What follows belongs to an exercise in optimizing a design on an open flow for small area; a production flow would make more cautious choices.
Function was checked by simulation only, so behaviour that the tests miss may differ from the original.
Power figures rest on the tool's default switching activity, not on a simulated workload.

== lane 1 ==
## pcie_app_7x
module  pcie_app_7x#(
   parameter C_DATA_WIDTH = 128,             
   parameter KEEP_WIDTH = C_DATA_WIDTH / 8  ,              
   parameter REM_WIDTH  = (C_DATA_WIDTH == 128) ? 2 : 1  
)(
  input                         user_clk,
  input                         user_reset,
  input                         user_lnk_up, 
  input  [5:0]                  tx_buf_av,
  input                         tx_cfg_req,
  input                         tx_err_drop,
  output                        tx_cfg_gnt,
  input                         s_axis_tx_tready,
  output  [C_DATA_WIDTH-1:0]    s_axis_tx_tdata,
  output  [KEEP_WIDTH-1:0]      s_axis_tx_tkeep,
  output  [3:0]                 s_axis_tx_tuser,
  output                        s_axis_tx_tlast,
  output                        s_axis_tx_tvalid, 
  output                        rx_np_ok,
  output                        rx_np_req,
  ...
Size: ~7200 cells after synthesis, ~780 I/O pins, ~0.061 sq mm of cells after synthesis.
Settings: LEC_CHECK=0, CAP_MARGIN=20, CORE_MARGIN=2, CORE_UTILIZATION=50, SLEW_MARGIN=20; clock period 10.0 ns.
standard.sh (not shown) runs the stock make flow with config.mk's settings and CLKGATE_MAP_FILE= SYNTH_SCRIPT=/design/flow/synth_recipe.tcl, a recipe that flattens the netlist after the stock synthesis.
==> flow/flow/run.sh <==
#!/bin/bash
set -euo pipefail
export BUFFER_PORTS_ARGS="-buffer_cell sky130_fd_sc_hd__buf_1"
export CTS_ARGS="-sink_clustering_enable -repair_clock_nets -dont_use_dummy_load -buf_list {sky130_fd_sc_hd__clkbuf_4 sky130_fd_sc_hd__clkbuf_8}"
bash standard.sh > standard_flow.log 2>&1
Lane 1: all stages complete, timing, DRC and antenna checks passed
Input changes introduced in lane 2 (baseline for comparison: lane 1):
==> flow/flow/run.sh <==
#!/bin/bash
# The standard layout (standard.sh) with these changes:
#  - synthesis: synth_recipe.tcl unchanged, but ABC maps with an area script
#    (flow/abc_area.script) instead of ORFS's delay script;
#  - input/output port buffers use the smallest buffer (buf_1); the resizer
#    still upsizes any that need it;
#  - clock tree synthesis without dummy loads, with larger sink clusters
#    driven by clkbuf_8;
#  - constant outputs keep the tie cells of synthesis (no per-load tie copies).
# Each step's full output goes to a log file in this folder; ORFS also keeps
# its per-step logs under orfs/logs.
set -euo pipefail
here=$(pwd)
export AREA_ABC_SCRIPT="$here/flow/abc_area.script"
export FLOW_SYNTH_TCL="$here/synth_recipe.tcl"
export BUFFER_PORTS_ARGS="-buffer_cell sky130_fd_sc_hd__buf_1"
export SKIP_REPAIR_TIE_FANOUT=1
export CTS_ARGS="-sink_clustering_enable -sink_clustering_size 14 -sink_clustering_max_diameter 60 -sink_clustering_buffer sky130_fd_sc_hd__clkbuf_8 -repair_clock_nets -dont_use_dummy_load -buf_list {sky130_fd_sc_hd__clkbuf_4 sky130_fd_sc_hd__clkbuf_8}"
# standard.sh with only the synthesis script swapped
sed "s#'\?SYNTH_SCRIPT=[^ ]*#SYNTH_SCRIPT=$here/flow/synth_area.tcl#" standard.sh > area_standard.sh
grep -q "SYNTH_SCRIPT=$here/flow/synth_area.tcl" area_standard.sh
bash area_standard.sh synth > synth_step.log 2>&1
bash area_standard.sh > layout_steps.log 2>&1
==> flow/flow/abc_area.script (new file) <==
strash
dc2
dch -f
map -a
mfs2
strash
dc2
dch -f
map -a
mfs2
strash
dch -f
map -a
topo
dnsize
==> flow/flow/synth_area.tcl (new file) <==
proc abc {args} {
  set i [lsearch -exact $args -script]
  if {$i >= 0} {
    lset args [expr {$i + 1}] $::env(AREA_ABC_SCRIPT)
  }
  yosys abc {*}$args
}
source $::env(FLOW_SYNTH_TCL)
==> notes.md <==
In lane 2 the met3 routing resource usage after global routing turned out 4.0 points lower than in lane 1.
Comparing lane 1 and lane 2, total power of the final layout is lower on lane 2.
Any difference in footprint of the flip-flops and latches between lane 1 and lane 2 is small enough to ignore.


pcie_app_7x, a different RTL version from the one above (not shown whole).
Size: ~1000 flip-flops, about 780 I/O pins, ~54000 um^2 of cells after synthesis.
==> flow/design.v (excerpt) <==
module  pcie_app_7x#(
   parameter C_DATA_WIDTH = 128,             
   parameter KEEP_WIDTH = C_DATA_WIDTH / 8  ,              
   parameter REM_WIDTH  = (C_DATA_WIDTH == 128) ? 2 : 1  
)(
  input                         user_clk,
  input                         user_reset,
  input                         user_lnk_up, 
  input  [5:0]                  tx_buf_av,
  input                         tx_cfg_req,
  input                         tx_err_drop,
  output                        tx_cfg_gnt,
  input                         s_axis_tx_tready,
  output  [C_DATA_WIDTH-1:0]    s_axis_tx_tdata,
  output  [KEEP_WIDTH-1:0]      s_axis_tx_tkeep,
  output  [3:0]                 s_axis_tx_tuser,
  output                        s_axis_tx_tlast,
  output                        s_axis_tx_tvalid, 
  output                        rx_np_ok,
  output                        rx_np_req,
  input  [C_DATA_WIDTH-1:0]     m_axis_rx_tdata,
  input  [KEEP_WIDTH-1:0]       m_axis_rx_tkeep,
  ...
Settings: LEC_CHECK=0, CAP_MARGIN=40, CORE_MARGIN=2, CORE_UTILIZATION=50, SLEW_MARGIN=40; clock period 10.0 ns.
==> flow/flow/run.sh <==
#!/bin/bash
# The standard layout (standard.sh) with these changes:
#  - synthesis: synth_recipe.tcl unchanged, but ABC maps with an area script
#    (flow/abc_area.script) instead of ORFS's delay script;
#  - input/output port buffers use the smallest buffer (buf_1); the resizer
#    still upsizes any that need it;
#  - clock tree synthesis without dummy loads, with larger sink clusters
#    driven by clkbuf_8;
#  - constant outputs keep the tie cells of synthesis (no per-load tie copies).
# Each step's full output goes to a log file in this folder; ORFS also keeps
# its per-step logs under orfs/logs.
set -euo pipefail
here=$(pwd)
export AREA_ABC_SCRIPT="$here/flow/abc_area.script"
export FLOW_SYNTH_TCL="$here/synth_recipe.tcl"
export BUFFER_PORTS_ARGS="-buffer_cell sky130_fd_sc_hd__buf_1"
export SKIP_REPAIR_TIE_FANOUT=1
export CTS_ARGS="-sink_clustering_enable -sink_clustering_size 14 -sink_clustering_max_diameter 60 -sink_clustering_buffer sky130_fd_sc_hd__clkbuf_8 -repair_clock_nets -dont_use_dummy_load -buf_list {sky130_fd_sc_hd__clkbuf_4 sky130_fd_sc_hd__clkbuf_8}"
# standard.sh with only the synthesis script swapped
sed "s#'\?SYNTH_SCRIPT=[^ ]*#SYNTH_SCRIPT=$here/flow/synth_area.tcl#" standard.sh > area_standard.sh
grep -q "SYNTH_SCRIPT=$here/flow/synth_area.tcl" area_standard.sh
bash area_standard.sh synth > synth_step.log 2>&1
bash area_standard.sh > layout_steps.log 2>&1
==> flow/flow/abc_area.script <==
strash
dc2
dch -f
map -a
mfs2
strash
dc2
dch -f
map -a
mfs2
strash
dch -f
map -a
topo
dnsize
==> flow/flow/synth_area.tcl <==
proc abc {args} {
  set i [lsearch -exact $args -script]
  if {$i >= 0} {
    lset args [expr {$i + 1}] $::env(AREA_ABC_SCRIPT)
  }
  yosys abc {*}$args
}
source $::env(FLOW_SYNTH_TCL)
==> next run, changes <==
--- a/flow/flow/run.sh
+++ b/flow/flow/run.sh
@@ -17,3 +17,3 @@
 export SKIP_REPAIR_TIE_FANOUT=1
-export CTS_ARGS="-sink_clustering_enable -sink_clustering_size 14 -sink_clustering_max_diameter 60 -sink_clustering_buffer sky130_fd_sc_hd__clkbuf_8 -repair_clock_nets -dont_use_dummy_load -buf_list {sky130_fd_sc_hd__clkbuf_4 sky130_fd_sc_hd__clkbuf_8}"
+export CTS_ARGS="-sink_clustering_enable -sink_clustering_size 14 -sink_clustering_max_diameter 70 -sink_clustering_buffer sky130_fd_sc_hd__clkbuf_8 -repair_clock_nets -dont_use_dummy_load -buf_list {sky130_fd_sc_hd__clkbuf_4 sky130_fd_sc_hd__clkbuf_8}"
 # standard.sh with only the synthesis script swapped
CAP_MARGIN = 30   (was 40)
SLEW_MARGIN = 30   (was 40)
The changed run completed with no timing, DRC or antenna violations. Final area drops by 0.48%. Final cell count drops by about 0.3%. Via count stays flat. Worst setup slack gets better by 0.027 ns. Maximum frequency climbs by 0.32%. Sequential power barely changes. Global-route usage climbs by 0.13 points. Flip-flop and latch count stays the same. Power drops by about 1.4%.
==> next run, changes <==
--- a/flow/flow/run.sh
+++ b/flow/flow/run.sh
@@ -17,3 +17,3 @@
 export SKIP_REPAIR_TIE_FANOUT=1
-export CTS_ARGS="-sink_clustering_enable -sink_clustering_size 14 -sink_clustering_max_diameter 70 -sink_clustering_buffer sky130_fd_sc_hd__clkbuf_8 -repair_clock_nets -dont_use_dummy_load -buf_list {sky130_fd_sc_hd__clkbuf_4 sky130_fd_sc_hd__clkbuf_8}"
+export CTS_ARGS="-sink_clustering_enable -sink_clustering_size 14 -sink_clustering_max_diameter 60 -sink_clustering_buffer sky130_fd_sc_hd__clkbuf_8 -repair_clock_nets -dont_use_dummy_load -buf_list {sky130_fd_sc_hd__clkbuf_4 sky130_fd_sc_hd__clkbuf_8}"
 # standard.sh with only the synthesis script swapped
CAP_MARGIN = 40   (was 30)
CORE_UTILIZATION = 58   (was 50)
SLEW_MARGIN = 40   (was 30)
After rerunning: Worst hold slack is worse by 0.12 ns; sequential share of layout area hardly moves; combinational power is lower by about 1%; routed wire length is lower by 4.0%.
==> next run, changes <==
--- a/flow/flow/run.sh
+++ b/flow/flow/run.sh
@@ -17,3 +17,3 @@
 export SKIP_REPAIR_TIE_FANOUT=1
-export CTS_ARGS="-sink_clustering_enable -sink_clustering_size 14 -sink_clustering_max_diameter 60 -sink_clustering_buffer sky130_fd_sc_hd__clkbuf_8 -repair_clock_nets -dont_use_dummy_load -buf_list {sky130_fd_sc_hd__clkbuf_4 sky130_fd_sc_hd__clkbuf_8}"
+export CTS_ARGS="-sink_clustering_enable -sink_clustering_size 14 -sink_clustering_max_diameter 80 -sink_clustering_buffer sky130_fd_sc_hd__clkbuf_8 -repair_clock_nets -dont_use_dummy_load -buf_list {sky130_fd_sc_hd__clkbuf_4 sky130_fd_sc_hd__clkbuf_8}"
 # standard.sh with only the synthesis script swapped
CORE_UTILIZATION = 50   (was 58)
Via count is lower by about 2.4%.
Global-route usage is lower by 5.6 points.
Setup slack is better by 0.30 ns.
Power drops by 0.69%.
Die area went up by about 16%.
Cell area hardly moves.
Non-clock buffer count shrinks by 12.
Routed wire length rose by about 3.7%.
Area after synthesis is unchanged.

re-timing with driven ports:
Ports are ideal in the flow. The routed layouts listed here were re-timed in OpenROAD. Step 1, drivers: a clkbuf_16 drives user_clk and a buf_2 each remaining input, both assumed. Step 2 also shifts input and output timing later by t, the mid clock arrival at the registers, as if the neighbouring blocks saw the same clock. Three values: ideal ports, drivers, drivers and shift; two values: the first two.
run | shift t [ns] | setup WS [ns] | latest minus earliest clock arrival (ns)
lane 1 | 0.971 | 2.248 / 2.290 / 1.319 | 0.148 / 0.148
lane 2 | 0.871 | 1.975 / 2.007 / 1.136 | 0.143 / 0.143
the first run of note 2 | 0.916 | 1.721 / 1.781 / 0.865 | 0.104 / 0.104
the second run of note 2 | 0.877 | 1.747 / 1.808 / 0.931 | 0.109 / 0.109
the third run of note 2 | 0.893 | 1.363 / 1.421 / 0.528 | 0.134 / 0.135
the fourth run of note 2 | 0.870 | 1.665 / 1.729 / 0.859 | 0.080 / 0.080
After both steps every run listed still meets setup and hold. For lane 1, which loses most, drivers alone change the setup slack by +0.042 ns; drivers and shift together by -0.929 ns.
